From an optimization exercise on the open Yosys and OpenROAD flow, aimed at small area and few clock cycles; shortcuts taken in it are not production practice.
The RTL was checked by simulation tests, not by an equivalence proof against the original design.

==> inputs of v31 <==
Design datapath, start of the top module:
module datapath(
    input clk,
    input rst,
    output [9:0] imem_addr,
    input [31:0] imem_rdata,
    output [9:0] dmem_addr,
    output [31:0] dmem_wdata,
    output dmem_we,
    input [31:0] dmem_rdata,
    output done
);
    reg [31:0] IR;       
    reg [31:0] PC;
    reg        run;      
    reg        IRfp;     
    wire [31:0] A, B, wdata, wdatb, PCnext;
    wire [5:0]  ra, rb, waddr;
    wire        we;
    regfile rf(
        .clk(clk), .rst(rst),
        .ra(ra), .rb(rb),
        .we(we), .wa(waddr), .wda(wdata), .wdb(wdatb),
        .da(A), .db(B)
    );
    assign ra = {IRfp, IR[25:21]};
    assign rb = {IRfp, IR[20:16]};
    assign dmem_wdata = B;
    exec_unit ex(
        .IR(IR), .PC(PC), .run(run), .A(A), .B(B), .dmem_rdata(dmem_rdata),
        .we(we), .waddr(waddr), .wdata(wdata), .wdatb(wdatb), .PCnext(PCnext),
        .dmem_addr(dmem_addr), .dmem_we(dmem_we), .done(done)
    );
    always @(posedge clk or posedge rst) begin
        if (rst) run <= 1'b0;
        else run <= 1'b1;
    end
    always @(posedge clk) begin
        PC   <= PCnext;
        IR   <= imem_rdata;
        IRfp <= (imem_rdata[31:26] == 6'd1) & (imem_rdata[5:0] != 6'd9);
    end
    assign imem_addr = PCnext[9:0];
endmodule
==> module regfile, before the edit <==
module regfile(
    input clk, rst,
    input [5:0] ra, rb,
    input we,
    input [5:0] wa,
    input [31:0] wda,        
    input [31:0] wdb,        
    output [31:0] da, db
);
    localparam N = 62;
    wire [N-1:0] sa, sb, sat, sbt, sw, swt, swn, swk;
    wire [31:0] q [0:N-1];
    wire rstn = ~rst;
    wire [7:0] whi, wlo, ahi, alo, bhi, blo;
    genvar r, b, k;
    generate for (k = 0; k < 8; k = k + 1) begin : pre
        assign whi[k] = we & rstn & (wa[5:3] == k);
        assign wlo[k] = (wa[2:0] == k);
        assign ahi[k] = (ra[5:3] == k);
        assign alo[k] = (ra[2:0] == k);
        assign bhi[k] = (rb[5:3] == k);
        assign blo[k] = (rb[2:0] == k);
    end endgenerate
    generate for (r = 0; r < N; r = r + 1) begin : row
        localparam [5:0] IDX = (r < 31) ? r + 1 : r + 2;
        k_nand2 en(.a(whi[IDX >> 3]), .b(wlo[IDX & 7]), .y(swt[r]));
        k_inv enb(.a(swt[r]), .y(sw[r]));              
        k_nand2 hld(.a(swt[r]), .b(rstn), .y(swk[r]));
        k_inv hldb(.a(swk[r]), .y(swn[r]));            
        k_nand2 ra_(.a(ahi[IDX >> 3]), .b(alo[IDX & 7]), .y(sat[r]));
        k_inv rab(.a(sat[r]), .y(sa[r]));
        k_nand2 rb_(.a(bhi[IDX >> 3]), .b(blo[IDX & 7]), .y(sbt[r]));
        k_inv rbb(.a(sbt[r]), .y(sb[r]));
        for (b = 0; b < 32; b = b + 1) begin : c
            wire d;
            k_a22o h(.a1(q[r][b]), .a2(swn[r]), .b1((r < 31) ? wda[b] : wdb[b]), .b2(sw[r]), .y(d));
            k_dff f(.clk(clk), .d(d), .q(q[r][b]));
        end
    end endgenerate
    generate for (b = 0; b < 32; b = b + 1) begin : col
        wire [21:0] ya, yb;
        for (k = 0; k < 20; k = k + 1) begin : g3
            k_a222oi pa(.a1(q[3*k][b]), .a2(sa[3*k]), .b1(q[3*k+1][b]), .b2(sa[3*k+1]),
                        .c1(q[3*k+2][b]), .c2(sa[3*k+2]), .y(ya[k]));
            k_a222oi pb(.a1(q[3*k][b]), .a2(sb[3*k]), .b1(q[3*k+1][b]), .b2(sb[3*k+1]),
                        .c1(q[3*k+2][b]), .c2(sb[3*k+2]), .y(yb[k]));
        end
        k_nand2 pa60(.a(q[60][b]), .b(sa[60]), .y(ya[20]));
        k_nand2 pa61(.a(q[61][b]), .b(sa[61]), .y(ya[21]));
        k_nand2 pb60(.a(q[60][b]), .b(sb[60]), .y(yb[20]));
        k_nand2 pb61(.a(q[61][b]), .b(sb[61]), .y(yb[21]));
        rf_nand22 oa(.y(ya), .o(da[b]));
        rf_nand22 ob(.y(yb), .o(db[b]));
    end endgenerate
endmodule
==> module rf_nand22, before the edit <==
module rf_nand22(input [21:0] y, output o);
    assign o = ~&y;
endmodule
export LEC_CHECK = 0
export CAP_MARGIN = 20
export CORE_MARGIN = 2
export CORE_UTILIZATION = 58
export CTS_BUF_LIST = sky130_fd_sc_hd__clkbuf_8
export CTS_CLUSTER_DIAMETER = 70
export CTS_CLUSTER_SIZE = 16
export GPL_TIMING_DRIVEN = 0
export PLACE_DENSITY = 0.63
export SLEW_MARGIN = 20
export SYNTH_HIERARCHICAL = 1
export SYNTH_MINIMUM_KEEP_SIZE = 0
create_clock -name core_clock -period 25.0 [get_ports {clk}]
standard.sh (not shown) runs the stock make flow with config.mk's settings and CLKGATE_MAP_FILE= SYNTH_SCRIPT=/design/flow/synth_recipe.tcl, a recipe that flattens the netlist after the stock synthesis.
==> flow/flow/run.sh <==
#!/bin/bash
set -euo pipefail
here=$(pwd)
export BUFFER_PORTS_ARGS="-buffer_cell sky130_fd_sc_hd__buf_1"
cat > config_du.mk <<C
include $here/config.mk
export DONT_USE_CELLS += sky130_fd_sc_hd__buf_8 sky130_fd_sc_hd__buf_12 sky130_fd_sc_hd__buf_16 sky130_fd_sc_hd__bufbuf_8 sky130_fd_sc_hd__bufbuf_16 sky130_fd_sc_hd__clkbuf_16 sky130_fd_sc_hd__bufinv_8 sky130_fd_sc_hd__bufinv_16
C
sed -E 's/(CAP|SLEW)_MARGIN=[0-9.]+/\1_MARGIN=0/g' standard.sh > standard_m0.sh
sed -E "s#DESIGN_CONFIG=[^ ]+#DESIGN_CONFIG=$here/config_du.mk#" standard_m0.sh > standard_m0_du.sh
sed -E "s#DESIGN_CONFIG=[^ ]+#DESIGN_CONFIG=$here/config_du.mk#" standard.sh > standard_du.sh
bash standard_m0.sh synth > flow_synth.log 2>&1
bash standard_m0_du.sh cts > flow_to_cts.log 2>&1
bash standard_du.sh > flow_finish.log 2>&1
==> v15 (differences from v31) <==
--- a/flow/design.v
+++ b/flow/design.v
@@ -1556,10 +1556,20 @@
         k_nand2 pb60(.a(q[60][b]), .b(sb[60]), .y(yb[20]));
         k_nand2 pb61(.a(q[61][b]), .b(sb[61]), .y(yb[21]));
-        rf_nand22 oa(.y(ya), .o(da[b]));
-        rf_nand22 ob(.y(yb), .o(db[b]));
+        rf_or22 oa(.y(ya), .o(da[b]));
+        rf_or22 ob(.y(yb), .o(db[b]));
     end endgenerate
 endmodule
-module rf_nand22(input [21:0] y, output o);
-    assign o = ~&y;
+module rf_or22(input [21:0] y, output o);
+    wire [5:0] t;
+    wire [2:0] u;
+    genvar i;
+    generate for (i = 0; i < 5; i = i + 1) begin : l1
+        k_nand4 n(.a(y[4*i]), .b(y[4*i+1]), .c(y[4*i+2]), .d(y[4*i+3]), .y(t[i]));
+    end endgenerate
+    k_nand2 n5(.a(y[20]), .b(y[21]), .y(t[5]));
+    k_nor2 m0(.a(t[0]), .b(t[1]), .y(u[0]));
+    k_nor2 m1(.a(t[2]), .b(t[3]), .y(u[1]));
+    k_nor2 m2(.a(t[4]), .b(t[5]), .y(u[2]));
+    k_nand3 f(.a(u[0]), .b(u[1]), .c(u[2]), .y(o));
 endmodule
 module k_inv(input a, output y); assign y = ~a; endmodule
--- a/flow/flow/run.sh
+++ b/flow/flow/run.sh
@@ -5,5 +5,5 @@
 cat > config_du.mk <<C
 include $here/config.mk
-export DONT_USE_CELLS += sky130_fd_sc_hd__buf_8 sky130_fd_sc_hd__buf_12 sky130_fd_sc_hd__buf_16 sky130_fd_sc_hd__bufbuf_8 sky130_fd_sc_hd__bufbuf_16 sky130_fd_sc_hd__clkbuf_16 sky130_fd_sc_hd__bufinv_8 sky130_fd_sc_hd__bufinv_16
+export DONT_USE_CELLS += sky130_fd_sc_hd__buf_8 sky130_fd_sc_hd__buf_12 sky130_fd_sc_hd__buf_16 sky130_fd_sc_hd__bufbuf_8 sky130_fd_sc_hd__bufbuf_16 sky130_fd_sc_hd__clkbuf_16
 C
 sed -E 's/(CAP|SLEW)_MARGIN=[0-9.]+/\1_MARGIN=0/g' standard.sh > standard_m0.sh
==> flow/config.mk (replaced) <==
export PLATFORM = sky130hd
export DESIGN_NAME = datapath
export DESIGN_NICKNAME = datapath
export VERILOG_FILES = /design/flow/design.v
export SDC_FILE = /design/flow/constraint.sdc
export NUM_CORES = 8
export LEC_CHECK = 0
export CAP_MARGIN = 25
export CORE_MARGIN = 2
export CORE_UTILIZATION = 58
export CTS_BUF_LIST = sky130_fd_sc_hd__clkbuf_8
export CTS_CLUSTER_DIAMETER = 50
export CTS_CLUSTER_SIZE = 12
export GPL_TIMING_DRIVEN = 0
export PLACE_DENSITY = 0.63
export SLEW_MARGIN = 25
export SYNTH_HIERARCHICAL = 1
export SYNTH_MINIMUM_KEEP_SIZE = 0
==> v32 (differences from v31) <==
--- a/flow/design.v
+++ b/flow/design.v
@@ -1556,10 +1556,20 @@
         k_nand2 pb60(.a(q[60][b]), .b(sb[60]), .y(yb[20]));
         k_nand2 pb61(.a(q[61][b]), .b(sb[61]), .y(yb[21]));
-        rf_nand22 oa(.y(ya), .o(da[b]));
-        rf_nand22 ob(.y(yb), .o(db[b]));
+        rf_or22 oa(.y(ya), .o(da[b]));
+        rf_or22 ob(.y(yb), .o(db[b]));
     end endgenerate
 endmodule
-module rf_nand22(input [21:0] y, output o);
-    assign o = ~&y;
+module rf_or22(input [21:0] y, output o);
+    wire [5:0] t;
+    wire [2:0] u;
+    genvar i;
+    generate for (i = 0; i < 5; i = i + 1) begin : l1
+        k_nand4 n(.a(y[4*i]), .b(y[4*i+1]), .c(y[4*i+2]), .d(y[4*i+3]), .y(t[i]));
+    end endgenerate
+    k_nand2 n5(.a(y[20]), .b(y[21]), .y(t[5]));
+    k_nor2 m0(.a(t[0]), .b(t[1]), .y(u[0]));
+    k_nor2 m1(.a(t[2]), .b(t[3]), .y(u[1]));
+    k_nor2 m2(.a(t[4]), .b(t[5]), .y(u[2]));
+    k_nand3 f(.a(u[0]), .b(u[1]), .c(u[2]), .y(o));
 endmodule
 module k_inv(input a, output y); assign y = ~a; endmodule
==> flow/flow/run.sh (replaced) <==
#!/bin/bash
set -euo pipefail
export BUFFER_PORTS_ARGS="-buffer_cell sky130_fd_sc_hd__buf_1"
sed -E 's/(CAP|SLEW)_MARGIN=[0-9.]+/\1_MARGIN=0/g' standard.sh > standard_m0.sh
bash standard_m0.sh synth > flow_synth.log 2>&1
export DONT_USE_CELLS="sky130_fd_sc_hd__buf_8 sky130_fd_sc_hd__buf_12 sky130_fd_sc_hd__buf_16 sky130_fd_sc_hd__bufbuf_8 sky130_fd_sc_hd__bufbuf_16 sky130_fd_sc_hd__clkbuf_16"
bash standard_m0.sh cts > flow_to_cts.log 2>&1
bash standard.sh > flow_finish.log 2>&1
--- a/flow/config.mk
+++ b/flow/config.mk
@@ -6,5 +6,5 @@
 export NUM_CORES = 8
 export LEC_CHECK = 0
-export CAP_MARGIN = 20
+export CAP_MARGIN = 25
 export CORE_MARGIN = 2
 export CORE_UTILIZATION = 58
@@ -14,5 +14,5 @@
 export GPL_TIMING_DRIVEN = 0
 export PLACE_DENSITY = 0.63
-export SLEW_MARGIN = 20
+export SLEW_MARGIN = 25
 export SYNTH_HIERARCHICAL = 1
 export SYNTH_MINIMUM_KEEP_SIZE = 0
==> flow_metrics.py <==
metrics = {
    "final_layout": {
        "final_layout_size_suffix_gt1_share_pct": 8.769,
        "layout.nonclk_buf_share_pct": 1.824,
        "final-clk-cell-share_pct": 2.556,
    },
    "job": {
        "maxCapViolations": 2,
    },
    "yosys": {
        "synthXorXnorAreaFrac_pct": 1.345,
        "yosysTopAreaCellShare_pct": 46.40,
    },
    "global_routing": {
        "grt_usage_pct": 55.68,
        "antenna_found_initial": 44,
    },
    "outcome": {
        "outcome": "finished with violations",
        "violations": "max-capacitance violations, max-slew violations",
    },
    "floorplanning": {
        "die_w_um": 394.4,
    },
    "setup_path": {
        "cp.required_ns": 25.90,
    },
    "sta": {
        "slew_viol_final": 3,
        "fmax_mhz": 42.03,
        "hold_slack_ns": 0.4990,
    },
    "place": {
        "post-place-ws_ns": 2.392,
        "hpwl_um": 276000,
    },
}
[end of results for v31]
==> flow_metrics.py <==
metrics = {
    "outcome": {
        "outcome": "no timing/DRC/antenna violations",
    },
    "setup_path": {
        "cp.required_ns": 25.85,
    },
    "final_layout": {
        "final_layout_size_suffix_gt1_share_pct": 8.421,
        "layout.nonclk_buf_share_pct": 3.234,
        "diodes": 18,
    },
    "yosys": {
        "syn-cell-area_um2": 88720,
        "synth_area_per_cell_um2": 11.10,
        "yosysTopAreaCellShare_pct": 46.24,
        "synthXorXnorAreaFrac_pct": 1.340,
    },
    "place": {
        "hpwl_um": 260000,
        "post-place-ws_ns": 3.298,
    },
    "sta": {
        "fmax_mhz": 44.49,
        "hold_slack_ns": 0.5024,
    },
    "power_and_ir_drop": {
        "maxPowerGroup": "sequential cells",
    },
    "global_routing": {
        "antenna_found_initial": 27,
    },
    "job": {
        "maxCapViolations": 0,
    },
    "floorplanning": {
        "die_w_um": 395.1,
    },
}
[end of results for v32]
==> flow_metrics.py <==
metrics = {
    "yosys": {
        "synthXorXnorAreaFrac_pct": 1.340,
        "yosysTopAreaCellShare_pct": 46.24,
    },
    "sta": {
        "slew_viol_final": 0,
    },
    "outcome": {
        "outcome": "no timing/DRC/antenna violations",
    },
    "global_routing": {
        "antenna_found_initial": 25,
        "grt_usage_pct": 53.37,
    },
    "job": {
        "maxCapViolations": 0,
    },
    "final_layout": {
        "layout.nonclk_buf_share_pct": 2.019,
    },
    "setup_path": {
        "cp.required_ns": 25.91,
    },
    "place": {
        "post-place-ws_ns": 3.467,
        "hpwl_um": 259500,
    },
    "floorplanning": {
        "die_w_um": 395.1,
    },
}
[end of results for v15]
Testbench counts of v31, summed over its fixed seeds: cycles 77,903.
Testbench counts of v15, summed over its fixed seeds: cycles 77,903.
Testbench counts of v32, summed over its fixed seeds: cycles 77,903.

[port drivers added, routing unchanged]
How much do the figures lean on ideal ports? The routed layouts below were timed once more, with nothing changed but the port constraints.
Step 1: set_driving_cell puts a clkbuf_16 on clk and a buf_2 on each other input, an assumption about the parent block.
Step 2 adds t to the input delays and takes it off the output delays; t is the mean of the earliest and latest rising clock arrival at the registers after step 1. Input paths then give back, and output paths get back, about the clock's delay inside the block.
a / b / c = no drivers / after step 1 / after step 2; a / b = the first two.
| run | shift t [ns] | setup slack, ns | hold WS [ns] |
|---|---|---|---|
| v31 | 1.110 | 1.210 / 1.210 / 1.210 | 0.499 / 0.499 / 0.499 |
| v15 | 1.099 | 2.744 / 2.744 / 2.744 | 0.504 / 0.504 / 0.504 |
| v32 | 1.029 | 2.523 / 2.523 / 2.523 | 0.502 / 0.502 / 0.502 |
